This is an optimization exercise on Yosys and OpenROAD, whose aim is small area, not a production implementation.
At most, simulation tests tie the RTL to the original design; equivalence was not proved.
The flow treats the clock pin as an ideal source. Dropping or thinning the clock tree relies on that and would not hold on a real chip.

==> inputs of sierra <==
## top
module top (
    input  wire        clk,
    input  wire        rst,
    input  wire        btn_jump,
    output wire        hsync,
    output wire        vsync,
    output wire [3:0]  red,
    output wire [3:0]  green,
    output wire [3:0]  blue
);
export LEC_CHECK = 0
export CAP_MARGIN = 20
export CORE_MARGIN = 2
export CORE_UTILIZATION = 40
export SLEW_MARGIN = 20
create_clock -name core_clock -period 40.0 [get_ports {clk}]
standard.sh (not shown) runs the stock make flow with config.mk's settings and CLKGATE_MAP_FILE= SYNTH_SCRIPT=/design/flow/synth_recipe.tcl, a recipe that flattens the netlist after the stock synthesis.
==> flow/flow/run.sh <==
#!/bin/bash
# Standard ORFS layout (the standard.sh) with two changes:
#  - ports are buffered with buf_1 instead of the default buffer cell
#  - after CTS, the clock tree is replaced by a smaller one: the flip-flops
#    are split into 4 groups by position, each driven by one clkbuf_8 at the
#    group's centre, and clk drives the 4 buffers (flow/post_cts.tcl)
# The make output goes to standard.log; ORFS keeps each step's log under orfs/logs.
set -euo pipefail
export BUFFER_PORTS_ARGS="-buffer_cell sky130_fd_sc_hd__buf_1"
export POST_CTS_TCL="$PWD/flow/post_cts.tcl"
bash standard.sh > standard.log 2>&1
Other scripts of this flow, unchanged in this note and not shown: flow/flow/post_cts.tcl
==> cedar (differences from sierra) <==
--- a/flow/design.v
+++ b/flow/design.v
@@ -140,15 +140,15 @@
     wire [3:0] l = hq[3:0];
     wire hr_ge6 = hr[3] | (hr[2] & hr[1]);               
     wire hr_le1 = ~(hr[3] | hr[2] | hr[1]);              
     wire l_2_10 = (~l[3] & (l[2] | l[1])) | (l[3] & ~l[2] & ~(l[1] & l[0]));
     wire l_1  = ~l[3] & ~l[2] & ~l[1] & l[0];
     wire l_11 = l[3] & ~l[2] & l[1] & l[0];
     assign hsync = ~(hq[6] & (l_2_10 | (l_1 & hr_ge6) | (l_11 & hr_le1)));
-    assign vsync = ~((~v[9] & v[8] & v[7] & v[6] & v[5] & ~v[4] & v[3] & ~v[2] & v[1]));
+    assign vsync = ~((v[8] & v[7] & v[6] & v[5] & ~v[4] & v[3] & ~v[2] & v[1]));
     assign display_area = ~hq[6] & ((~v[9] & ~v[8]) | (~v[9] & v[8] & ~v[7]) | (~v[9] & v[8] & v[7] & ~v[6]) | (~v[9] & v[8] & v[7] & v[6] & ~v[5]));
 endmodule
 module graphics_engine (
     input wire clk,
     input wire rst,
     input wire [6:0] hq,
     input wire [3:0] hr,
@@ -176,61 +176,144 @@
             assign d2[i] = hq[i] ^ nk2[i] ^ a2[i];
             assign a2[i+1] = (hq[i] & nk2[i]) | (a2[i] & (hq[i] ^ nk2[i]));
         end
     endgenerate
     assign d2[6] = nk2[6] ^ a2[6];
     wire obs_row = ((~v[9] & v[8] & ~v[7] & v[6] & ~v[5] & ~v[4] & v[3] & ~v[2] & v[1]) | (~v[9] & v[8] & ~v[7] & v[6] & ~v[5] & ~v[4] & v[3] & v[2]) | (~v[9] & v[8] & ~v[7] & v[6] & ~v[5] & v[4]) | (~v[9] & v[8] & ~v[7] & v[6] & v[5]) | (~v[9] & v[8] & v[7]) | v[9]);
     wire in_obs = obs_row & (((~d1[5] & ~d1[4] & ~d1[3] & ~d1[2]) | (~d1[5] & ~d1[4] & ~d1[3] & d1[2] & ~d1[1] & ~d1[0])) | ((~d2[6] & ~d2[5] & ~d2[4] & ~d2[3] & ~d2[2]) | (~d2[6] & ~d2[5] & ~d2[4] & ~d2[3] & d2[2] & ~d2[1] & ~d2[0])));
-    reg [8:0] rtm;
-    always @(*)
-    begin
-        case (dino_m)
-            5'd0: rtm = 9'd6;
-            5'd1: rtm = 9'd5;
-            5'd2: rtm = 9'd3;
-            5'd3: rtm = 9'd0;
-            5'd4: rtm = 9'd508;
-            5'd5: rtm = 9'd503;
-            5'd6: rtm = 9'd497;
-            5'd7: rtm = 9'd490;
-            5'd8: rtm = 9'd482;
-            5'd9: rtm = 9'd473;
-            5'd10: rtm = 9'd463;
-            5'd11: rtm = 9'd452;
-            5'd12: rtm = 9'd440;
-            5'd13: rtm = 9'd427;
-            5'd14: rtm = 9'd413;
-            5'd15: rtm = 9'd398;
-            5'd16: rtm = 9'd382;
-            5'd17: rtm = 9'd365;
-            5'd18: rtm = 9'd347;
-            default: rtm = 9'd328;
-        endcase
-    end
-    wire [8:0] vh = v[9:1];
+    wire [8:0] rtm;
+    assign rtm[0] =
+        (~dino_m[4] & ~dino_m[3] & ~dino_m[2] & ~dino_m[1] & dino_m[0]) |
+        (~dino_m[4] & ~dino_m[3] & ~dino_m[2] & dino_m[1] & ~dino_m[0]) |
+        (~dino_m[4] & ~dino_m[3] & dino_m[2] & ~dino_m[1] & dino_m[0]) |
+        (~dino_m[4] & ~dino_m[3] & dino_m[2] & dino_m[1] & ~dino_m[0]) |
+        (~dino_m[4] & dino_m[3] & ~dino_m[2] & ~dino_m[1] & dino_m[0]) |
+        (~dino_m[4] & dino_m[3] & ~dino_m[2] & dino_m[1] & ~dino_m[0]) |
+        (~dino_m[4] & dino_m[3] & dino_m[2] & ~dino_m[1] & dino_m[0]) |
+        (~dino_m[4] & dino_m[3] & dino_m[2] & dino_m[1] & ~dino_m[0]) |
+        (dino_m[4] & ~dino_m[3] & ~dino_m[2] & ~dino_m[1] & dino_m[0]) |
+        (dino_m[4] & ~dino_m[3] & ~dino_m[2] & dino_m[1] & ~dino_m[0]);
+    assign rtm[1] =
+        (~dino_m[4] & ~dino_m[3] & ~dino_m[2] & ~dino_m[1] & ~dino_m[0]) |
+        (~dino_m[4] & ~dino_m[3] & ~dino_m[2] & dino_m[1] & ~dino_m[0]) |
+        (~dino_m[4] & ~dino_m[3] & dino_m[2] & ~dino_m[1] & dino_m[0]) |
+        (~dino_m[4] & ~dino_m[3] & dino_m[2] & dino_m[1] & dino_m[0]) |
+        (~dino_m[4] & dino_m[3] & ~dino_m[2] & ~dino_m[1] & ~dino_m[0]) |
+        (~dino_m[4] & dino_m[3] & ~dino_m[2] & dino_m[1] & ~dino_m[0]) |
+        (~dino_m[4] & dino_m[3] & dino_m[2] & ~dino_m[1] & dino_m[0]) |
+        (~dino_m[4] & dino_m[3] & dino_m[2] & dino_m[1] & dino_m[0]) |
+        (dino_m[4] & ~dino_m[3] & ~dino_m[2] & ~dino_m[1] & ~dino_m[0]) |
+        (dino_m[4] & ~dino_m[3] & ~dino_m[2] & dino_m[1] & ~dino_m[0]);
+    assign rtm[2] =
+        (~dino_m[4] & ~dino_m[3] & ~dino_m[2] & ~dino_m[1] & ~dino_m[0]) |
+        (~dino_m[4] & ~dino_m[3] & ~dino_m[2] & ~dino_m[1] & dino_m[0]) |
+        (~dino_m[4] & ~dino_m[3] & dino_m[2] & ~dino_m[1] & ~dino_m[0]) |
+        (~dino_m[4] & ~dino_m[3] & dino_m[2] & ~dino_m[1] & dino_m[0]) |
+        (~dino_m[4] & dino_m[3] & ~dino_m[2] & dino_m[1] & ~dino_m[0]) |
+        (~dino_m[4] & dino_m[3] & ~dino_m[2] & dino_m[1] & dino_m[0]) |
+        (~dino_m[4] & dino_m[3] & dino_m[2] & dino_m[1] & ~dino_m[0]) |
+        (~dino_m[4] & dino_m[3] & dino_m[2] & dino_m[1] & dino_m[0]) |
+        (dino_m[4] & ~dino_m[3] & ~dino_m[2] & ~dino_m[1] & ~dino_m[0]) |
+        (dino_m[4] & ~dino_m[3] & ~dino_m[2] & ~dino_m[1] & dino_m[0]);
+    assign rtm[3] =
+        (~dino_m[4] & ~dino_m[3] & dino_m[2] & ~dino_m[1] & ~dino_m[0]) |
+        (~dino_m[4] & ~dino_m[3] & dino_m[2] & dino_m[1] & dino_m[0]) |
+        (~dino_m[4] & dino_m[3] & ~dino_m[2] & ~dino_m[1] & dino_m[0]) |
+        (~dino_m[4] & dino_m[3] & ~dino_m[2] & dino_m[1] & ~dino_m[0]) |
+        (~dino_m[4] & dino_m[3] & dino_m[2] & ~dino_m[1] & ~dino_m[0]) |
+        (~dino_m[4] & dino_m[3] & dino_m[2] & ~dino_m[1] & dino_m[0]) |
+        (~dino_m[4] & dino_m[3] & dino_m[2] & dino_m[1] & ~dino_m[0]) |
+        (~dino_m[4] & dino_m[3] & dino_m[2] & dino_m[1] & dino_m[0]) |
+        (dino_m[4] & ~dino_m[3] & ~dino_m[2] & ~dino_m[1] & ~dino_m[0]) |
+        (dino_m[4] & ~dino_m[3] & ~dino_m[2] & ~dino_m[1] & dino_m[0]) |
+        (dino_m[4] & ~dino_m[3] & ~dino_m[2] & dino_m[1] & ~dino_m[0]) |
+        (dino_m[4] & ~dino_m[3] & ~dino_m[2] & dino_m[1] & dino_m[0]);
+    assign rtm[4] =
+        (~dino_m[4] & ~dino_m[3] & dino_m[2] & ~dino_m[1] & ~dino_m[0]) |
+        (~dino_m[4] & ~dino_m[3] & dino_m[2] & ~dino_m[1] & dino_m[0]) |
+        (~dino_m[4] & ~dino_m[3] & dino_m[2] & dino_m[1] & ~dino_m[0]) |
+        (~dino_m[4] & dino_m[3] & ~dino_m[2] & ~dino_m[1] & dino_m[0]) |
+        (~dino_m[4] & dino_m[3] & dino_m[2] & ~dino_m[1] & ~dino_m[0]) |
+        (~dino_m[4] & dino_m[3] & dino_m[2] & dino_m[1] & ~dino_m[0]) |
+        (dino_m[4] & ~dino_m[3] & ~dino_m[2] & ~dino_m[1] & ~dino_m[0]) |
+        (dino_m[4] & ~dino_m[3] & ~dino_m[2] & dino_m[1] & ~dino_m[0]);
+    assign rtm[5] =
+        (~dino_m[4] & ~dino_m[3] & dino_m[2] & ~dino_m[1] & ~dino_m[0]) |
+        (~dino_m[4] & ~dino_m[3] & dino_m[2] & ~dino_m[1] & dino_m[0]) |
+        (~dino_m[4] & ~dino_m[3] & dino_m[2] & dino_m[1] & ~dino_m[0]) |
+        (~dino_m[4] & ~dino_m[3] & dino_m[2] & dino_m[1] & dino_m[0]) |
+        (~dino_m[4] & dino_m[3] & ~dino_m[2] & ~dino_m[1] & ~dino_m[0]) |
+        (~dino_m[4] & dino_m[3] & dino_m[2] & ~dino_m[1] & ~dino_m[0]) |
+        (~dino_m[4] & dino_m[3] & dino_m[2] & ~dino_m[1] & dino_m[0]) |
+        (dino_m[4] & ~dino_m[3] & ~dino_m[2] & ~dino_m[1] & ~dino_m[0]) |
+        (dino_m[4] & ~dino_m[3] & ~dino_m[2] & ~dino_m[1] & dino_m[0]);
+    assign rtm[6] =
+        (~dino_m[4] & ~dino_m[3] & dino_m[2] & ~dino_m[1] & ~dino_m[0]) |
+        (~dino_m[4] & ~dino_m[3] & dino_m[2] & ~dino_m[1] & dino_m[0]) |
+        (~dino_m[4] & ~dino_m[3] & dino_m[2] & dino_m[1] & ~dino_m[0]) |
+        (~dino_m[4] & ~dino_m[3] & dino_m[2] & dino_m[1] & dino_m[0]) |
+        (~dino_m[4] & dino_m[3] & ~dino_m[2] & ~dino_m[1] & ~dino_m[0]) |
+        (~dino_m[4] & dino_m[3] & ~dino_m[2] & ~dino_m[1] & dino_m[0]) |
+        (~dino_m[4] & dino_m[3] & ~dino_m[2] & dino_m[1] & ~dino_m[0]) |
+        (~dino_m[4] & dino_m[3] & ~dino_m[2] & dino_m[1] & dino_m[0]) |
+        (dino_m[4] & ~dino_m[3] & ~dino_m[2] & ~dino_m[1] & ~dino_m[0]) |
+        (dino_m[4] & ~dino_m[3] & ~dino_m[2] & ~dino_m[1] & dino_m[0]) |
+        (dino_m[4] & ~dino_m[3] & ~dino_m[2] & dino_m[1] & ~dino_m[0]) |
+        (dino_m[4] & ~dino_m[3] & ~dino_m[2] & dino_m[1] & dino_m[0]);
+    assign rtm[7] =
+        (~dino_m[4] & ~dino_m[3] & dino_m[2] & ~dino_m[1] & ~dino_m[0]) |
+        (~dino_m[4] & ~dino_m[3] & dino_m[2] & ~dino_m[1] & dino_m[0]) |
+        (~dino_m[4] & ~dino_m[3] & dino_m[2] & dino_m[1] & ~dino_m[0]) |
+        (~dino_m[4] & ~dino_m[3] & dino_m[2] & dino_m[1] & dino_m[0]) |
+        (~dino_m[4] & dino_m[3] & ~dino_m[2] & ~dino_m[1] & ~dino_m[0]) |
+        (~dino_m[4] & dino_m[3] & ~dino_m[2] & ~dino_m[1] & dino_m[0]) |
+        (~dino_m[4] & dino_m[3] & ~dino_m[2] & dino_m[1] & ~dino_m[0]) |
+        (~dino_m[4] & dino_m[3] & ~dino_m[2] & dino_m[1] & dino_m[0]) |
+        (~dino_m[4] & dino_m[3] & dino_m[2] & ~dino_m[1] & ~dino_m[0]) |
+        (~dino_m[4] & dino_m[3] & dino_m[2] & ~dino_m[1] & dino_m[0]) |
+        (~dino_m[4] & dino_m[3] & dino_m[2] & dino_m[1] & ~dino_m[0]) |
+        (~dino_m[4] & dino_m[3] & dino_m[2] & dino_m[1] & dino_m[0]);
+    assign rtm[8] =
+        (~dino_m[4] & ~dino_m[3] & dino_m[2] & ~dino_m[1] & ~dino_m[0]) |
+        (~dino_m[4] & ~dino_m[3] & dino_m[2] & ~dino_m[1] & dino_m[0]) |
+        (~dino_m[4] & ~dino_m[3] & dino_m[2] & dino_m[1] & ~dino_m[0]) |
+        (~dino_m[4] & ~dino_m[3] & dino_m[2] & dino_m[1] & dino_m[0]) |
+        (~dino_m[4] & dino_m[3] & ~dino_m[2] & ~dino_m[1] & ~dino_m[0]) |
+        (~dino_m[4] & dino_m[3] & ~dino_m[2] & ~dino_m[1] & dino_m[0]) |
+        (~dino_m[4] & dino_m[3] & ~dino_m[2] & dino_m[1] & ~dino_m[0]) |
+        (~dino_m[4] & dino_m[3] & ~dino_m[2] & dino_m[1] & dino_m[0]) |
+        (~dino_m[4] & dino_m[3] & dino_m[2] & ~dino_m[1] & ~dino_m[0]) |
+        (~dino_m[4] & dino_m[3] & dino_m[2] & ~dino_m[1] & dino_m[0]) |
+        (~dino_m[4] & dino_m[3] & dino_m[2] & dino_m[1] & ~dino_m[0]) |
+        (~dino_m[4] & dino_m[3] & dino_m[2] & dino_m[1] & dino_m[0]) |
+        (dino_m[4] & ~dino_m[3] & ~dino_m[2] & ~dino_m[1] & ~dino_m[0]) |
+        (dino_m[4] & ~dino_m[3] & ~dino_m[2] & ~dino_m[1] & dino_m[0]) |
+        (dino_m[4] & ~dino_m[3] & ~dino_m[2] & dino_m[1] & ~dino_m[0]) |
+        (dino_m[4] & ~dino_m[3] & ~dino_m[2] & dino_m[1] & dino_m[0]);
+    wire [8:0] vh = {1'b0, v[8:1]};
     wire [8:0] a3;
     wire [8:0] e;
     assign a3[0] = 1'b0;
     generate
         for (i = 0; i < 8; i = i + 1) begin : g3
             assign e[i] = vh[i] ^ rtm[i] ^ a3[i];
             assign a3[i+1] = (vh[i] & rtm[i]) | (a3[i] & (vh[i] ^ rtm[i]));
         end
     endgenerate
     assign e[8] = vh[8] ^ rtm[8] ^ a3[8];
     wire row_head = (~e[8] & ~e[7] & ~e[6] & ~e[5] & e[4] & ~e[3]) | (~e[8] & ~e[7] & ~e[6] & ~e[5] & e[4] & e[3] & ~e[2] & ~e[1]);
     wire row_body = (~e[8] & ~e[7] & ~e[6] & ~e[5] & e[4] & e[3] & ~e[2] & e[1]) | (~e[8] & ~e[7] & ~e[6] & ~e[5] & e[4] & e[3] & e[2]) | (~e[8] & ~e[7] & ~e[6] & e[5] & ~e[4] & ~e[3]) | (~e[8] & ~e[7] & ~e[6] & e[5] & ~e[4] & e[3] & ~e[2] & ~e[1] & ~e[0]);
     wire row_tail = (~e[8] & ~e[7] & ~e[6] & e[5] & ~e[4] & e[3] & ~e[2] & ~e[1] & e[0]) | (~e[8] & ~e[7] & ~e[6] & e[5] & ~e[4] & e[3] & ~e[2] & e[1]) | (~e[8] & ~e[7] & ~e[6] & e[5] & ~e[4] & e[3] & e[2]) | (~e[8] & ~e[7] & ~e[6] & e[5] & e[4] & ~e[3]);
     wire row_legs = (~e[8] & ~e[7] & ~e[6] & e[5] & e[4] & e[3] & ~e[2]) | (~e[8] & ~e[7] & ~e[6] & e[5] & e[4] & e[3] & e[2] & ~e[1] & ~e[0]);
-    wire hq5 = ((~hq[6] & ~hq[5] & ~hq[4] & ~hq[3] & hq[2] & ~hq[1] & hq[0]));
-    wire hq6 = ((~hq[6] & ~hq[5] & ~hq[4] & ~hq[3] & hq[2] & hq[1] & ~hq[0]));
-    wire hq8 = ((~hq[6] & ~hq[5] & ~hq[4] & hq[3] & ~hq[2] & ~hq[1] & ~hq[0]));
-    wire hq9 = ((~hq[6] & ~hq[5] & ~hq[4] & hq[3] & ~hq[2] & ~hq[1] & hq[0]));
-    wire hq_6_8 = ((~hq[6] & ~hq[5] & ~hq[4] & ~hq[3] & hq[2] & hq[1]) | (~hq[6] & ~hq[5] & ~hq[4] & hq[3] & ~hq[2] & ~hq[1] & ~hq[0]));
-    wire hq_5_8 = ((~hq[6] & ~hq[5] & ~hq[4] & ~hq[3] & hq[2] & ~hq[1] & hq[0]) | (~hq[6] & ~hq[5] & ~hq[4] & ~hq[3] & hq[2] & hq[1]) | (~hq[6] & ~hq[5] & ~hq[4] & hq[3] & ~hq[2] & ~hq[1] & ~hq[0]));
+    wire hq5 = ((~hq[5] & ~hq[4] & ~hq[3] & hq[2] & ~hq[1] & hq[0]));
+    wire hq6 = ((~hq[5] & ~hq[4] & ~hq[3] & hq[2] & hq[1] & ~hq[0]));
+    wire hq8 = ((~hq[5] & ~hq[4] & hq[3] & ~hq[2] & ~hq[1] & ~hq[0]));
+    wire hq9 = ((~hq[5] & ~hq[4] & hq[3] & ~hq[2] & ~hq[1] & hq[0]));
+    wire hq_6_8 = ((~hq[5] & ~hq[4] & ~hq[3] & hq[2] & hq[1]) | (~hq[5] & ~hq[4] & hq[3] & ~hq[2] & ~hq[1] & ~hq[0]));
+    wire hq_5_8 = ((~hq[5] & ~hq[4] & ~hq[3] & hq[2] & ~hq[1] & hq[0]) | (~hq[5] & ~hq[4] & ~hq[3] & hq[2] & hq[1]) | (~hq[5] & ~hq[4] & hq[3] & ~hq[2] & ~hq[1] & ~hq[0]));
     wire hr_2_7 = ((~hr[3] & ~hr[2] & hr[1]) | (~hr[3] & hr[2]));
     wire hr_ge5 = ((~hr[3] & hr[2] & ~hr[1] & hr[0]) | (~hr[3] & hr[2] & hr[1]) | hr[3]);
     wire hr_le7 = (~hr[3]);
     wire in_dino =
         (row_head & ((hq8 & hr_ge5) | (hq9 & hr_le7))) |
         (row_body & hq_6_8) |
         (row_tail & hq_5_8) |
==> flow/config.mk (replaced) <==
export PLATFORM = sky130hd
export DESIGN_NAME = top
export DESIGN_NICKNAME = top
export VERILOG_FILES = /design/flow/design.v
export SDC_FILE = /design/flow/constraint.sdc
export NUM_CORES = 4
export LEC_CHECK = 0
export CAP_MARGIN = 20
export CORE_MARGIN = 2
export CORE_UTILIZATION = 60
export SLEW_MARGIN = 20
==> amber (differences from sierra) <==
--- a/flow/design.v
+++ b/flow/design.v
@@ -140,15 +140,15 @@
     wire [3:0] l = hq[3:0];
     wire hr_ge6 = hr[3] | (hr[2] & hr[1]);               
     wire hr_le1 = ~(hr[3] | hr[2] | hr[1]);              
     wire l_2_10 = (~l[3] & (l[2] | l[1])) | (l[3] & ~l[2] & ~(l[1] & l[0]));
     wire l_1  = ~l[3] & ~l[2] & ~l[1] & l[0];
     wire l_11 = l[3] & ~l[2] & l[1] & l[0];
     assign hsync = ~(hq[6] & (l_2_10 | (l_1 & hr_ge6) | (l_11 & hr_le1)));
-    assign vsync = ~((~v[9] & v[8] & v[7] & v[6] & v[5] & ~v[4] & v[3] & ~v[2] & v[1]));
+    assign vsync = ~((v[8] & v[7] & v[6] & v[5] & ~v[4] & v[3] & ~v[2] & v[1]));
     assign display_area = ~hq[6] & ((~v[9] & ~v[8]) | (~v[9] & v[8] & ~v[7]) | (~v[9] & v[8] & v[7] & ~v[6]) | (~v[9] & v[8] & v[7] & v[6] & ~v[5]));
 endmodule
 module graphics_engine (
     input wire clk,
     input wire rst,
     input wire [6:0] hq,
     input wire [3:0] hr,
@@ -202,35 +202,35 @@
             5'd15: rtm = 9'd398;
             5'd16: rtm = 9'd382;
             5'd17: rtm = 9'd365;
             5'd18: rtm = 9'd347;
             default: rtm = 9'd328;
         endcase
     end
-    wire [8:0] vh = v[9:1];
+    wire [8:0] vh = {1'b0, v[8:1]};
     wire [8:0] a3;
     wire [8:0] e;
     assign a3[0] = 1'b0;
     generate
         for (i = 0; i < 8; i = i + 1) begin : g3
             assign e[i] = vh[i] ^ rtm[i] ^ a3[i];
             assign a3[i+1] = (vh[i] & rtm[i]) | (a3[i] & (vh[i] ^ rtm[i]));
         end
     endgenerate
     assign e[8] = vh[8] ^ rtm[8] ^ a3[8];
     wire row_head = (~e[8] & ~e[7] & ~e[6] & ~e[5] & e[4] & ~e[3]) | (~e[8] & ~e[7] & ~e[6] & ~e[5] & e[4] & e[3] & ~e[2] & ~e[1]);
     wire row_body = (~e[8] & ~e[7] & ~e[6] & ~e[5] & e[4] & e[3] & ~e[2] & e[1]) | (~e[8] & ~e[7] & ~e[6] & ~e[5] & e[4] & e[3] & e[2]) | (~e[8] & ~e[7] & ~e[6] & e[5] & ~e[4] & ~e[3]) | (~e[8] & ~e[7] & ~e[6] & e[5] & ~e[4] & e[3] & ~e[2] & ~e[1] & ~e[0]);
     wire row_tail = (~e[8] & ~e[7] & ~e[6] & e[5] & ~e[4] & e[3] & ~e[2] & ~e[1] & e[0]) | (~e[8] & ~e[7] & ~e[6] & e[5] & ~e[4] & e[3] & ~e[2] & e[1]) | (~e[8] & ~e[7] & ~e[6] & e[5] & ~e[4] & e[3] & e[2]) | (~e[8] & ~e[7] & ~e[6] & e[5] & e[4] & ~e[3]);
     wire row_legs = (~e[8] & ~e[7] & ~e[6] & e[5] & e[4] & e[3] & ~e[2]) | (~e[8] & ~e[7] & ~e[6] & e[5] & e[4] & e[3] & e[2] & ~e[1] & ~e[0]);
-    wire hq5 = ((~hq[6] & ~hq[5] & ~hq[4] & ~hq[3] & hq[2] & ~hq[1] & hq[0]));
-    wire hq6 = ((~hq[6] & ~hq[5] & ~hq[4] & ~hq[3] & hq[2] & hq[1] & ~hq[0]));
-    wire hq8 = ((~hq[6] & ~hq[5] & ~hq[4] & hq[3] & ~hq[2] & ~hq[1] & ~hq[0]));
-    wire hq9 = ((~hq[6] & ~hq[5] & ~hq[4] & hq[3] & ~hq[2] & ~hq[1] & hq[0]));
-    wire hq_6_8 = ((~hq[6] & ~hq[5] & ~hq[4] & ~hq[3] & hq[2] & hq[1]) | (~hq[6] & ~hq[5] & ~hq[4] & hq[3] & ~hq[2] & ~hq[1] & ~hq[0]));
-    wire hq_5_8 = ((~hq[6] & ~hq[5] & ~hq[4] & ~hq[3] & hq[2] & ~hq[1] & hq[0]) | (~hq[6] & ~hq[5] & ~hq[4] & ~hq[3] & hq[2] & hq[1]) | (~hq[6] & ~hq[5] & ~hq[4] & hq[3] & ~hq[2] & ~hq[1] & ~hq[0]));
+    wire hq5 = ((~hq[5] & ~hq[4] & ~hq[3] & hq[2] & ~hq[1] & hq[0]));
+    wire hq6 = ((~hq[5] & ~hq[4] & ~hq[3] & hq[2] & hq[1] & ~hq[0]));
+    wire hq8 = ((~hq[5] & ~hq[4] & hq[3] & ~hq[2] & ~hq[1] & ~hq[0]));
+    wire hq9 = ((~hq[5] & ~hq[4] & hq[3] & ~hq[2] & ~hq[1] & hq[0]));
+    wire hq_6_8 = ((~hq[5] & ~hq[4] & ~hq[3] & hq[2] & hq[1]) | (~hq[5] & ~hq[4] & hq[3] & ~hq[2] & ~hq[1] & ~hq[0]));
+    wire hq_5_8 = ((~hq[5] & ~hq[4] & ~hq[3] & hq[2] & ~hq[1] & hq[0]) | (~hq[5] & ~hq[4] & ~hq[3] & hq[2] & hq[1]) | (~hq[5] & ~hq[4] & hq[3] & ~hq[2] & ~hq[1] & ~hq[0]));
     wire hr_2_7 = ((~hr[3] & ~hr[2] & hr[1]) | (~hr[3] & hr[2]));
     wire hr_ge5 = ((~hr[3] & hr[2] & ~hr[1] & hr[0]) | (~hr[3] & hr[2] & hr[1]) | hr[3]);
     wire hr_le7 = (~hr[3]);
     wire in_dino =
         (row_head & ((hq8 & hr_ge5) | (hq9 & hr_le7))) |
         (row_body & hq_6_8) |
         (row_tail & hq_5_8) |
==> flow/config.mk (replaced) <==
export PLATFORM = sky130hd
export DESIGN_NAME = top
export DESIGN_NICKNAME = top
export VERILOG_FILES = /design/flow/design.v
export SDC_FILE = /design/flow/constraint.sdc
export NUM_CORES = 4
export LEC_CHECK = 0
export CAP_MARGIN = 20
export CORE_MARGIN = 2
export CORE_UTILIZATION = 60
export SLEW_MARGIN = 20
export SYNTH_HIERARCHICAL = 1
==> flow_summary.yaml <==
status:
  status: "no timing/DRC/antenna violations"
die:
  die_x_um: 99.15
place:
  place_hpwl_um: 4616
finish:
  final_nets: 431
  nNonClkInverters: 11
routing:
  wire_per_inst_um: 12.78
synthesis:
  yosysWarnings: 6
global_route:
  met3_usage: 0.02178
-- figures above: sierra

==> flow_summary.yaml <==
global_route:
  antenna_found_initial: 0
  met3_usage: 0.03478
routing:
  wire_per_inst_um: 13.88
finish:
  final_nets: 418
die:
  die_x_um: 82.22
synthesis:
  yosysWarnings: 12
place:
  place_hpwl_um: 4509
status:
  status: "no timing/DRC/antenna violations"
-- figures above: amber

==> flow_summary.yaml <==
place:
  place_hpwl_um: 4663
die:
  die_x_um: 82.85
worst_hold_path:
  hp-start: "u_clk_div.s[0]"
  hold_end: "u_clk_div.s[1]"
sta:
  min_period_ns: 9.414
finish:
  seq_cells: 67
  multi_input_comb_area_sq_um: 2157
  nNonClkInverters: 13
synthesis:
  yosysWarnings: 6
status:
  status: "no timing/DRC/antenna violations"
-- figures above: cedar

For cedar, only the layout was checked, not whether the RTL still works. In every run of this note, the design's own scripts or RTL, not TritonCTS, make the clock network.

-- what the ideal ports hide --
The results above use ideal ports. As a check the final layouts listed here were re-extracted and re-timed, cells and wires unchanged.
Step 1, drivers: a clkbuf_16 drives clk and a buf_2 each remaining input, both assumed.
Step 2 adds t to the input delays and takes it off the output delays; t is the mean of the earliest and latest rising clock arrival at the registers after step 1. Input paths then give back, and output paths get back, about the clock's delay inside the block.
a / b / c = ideal ports / drivers / drivers and shift; a / b = the first two.
run	t (ns)	setup WS [ns]	cell pins on the clock port's net
sierra	0.222	30.597 / 30.534 / 30.756	4
cedar	0.210	30.586 / 30.532 / 30.742	4
amber	0.214	30.505 / 30.450 / 30.663	4
After both steps every run listed still meets setup and hold.
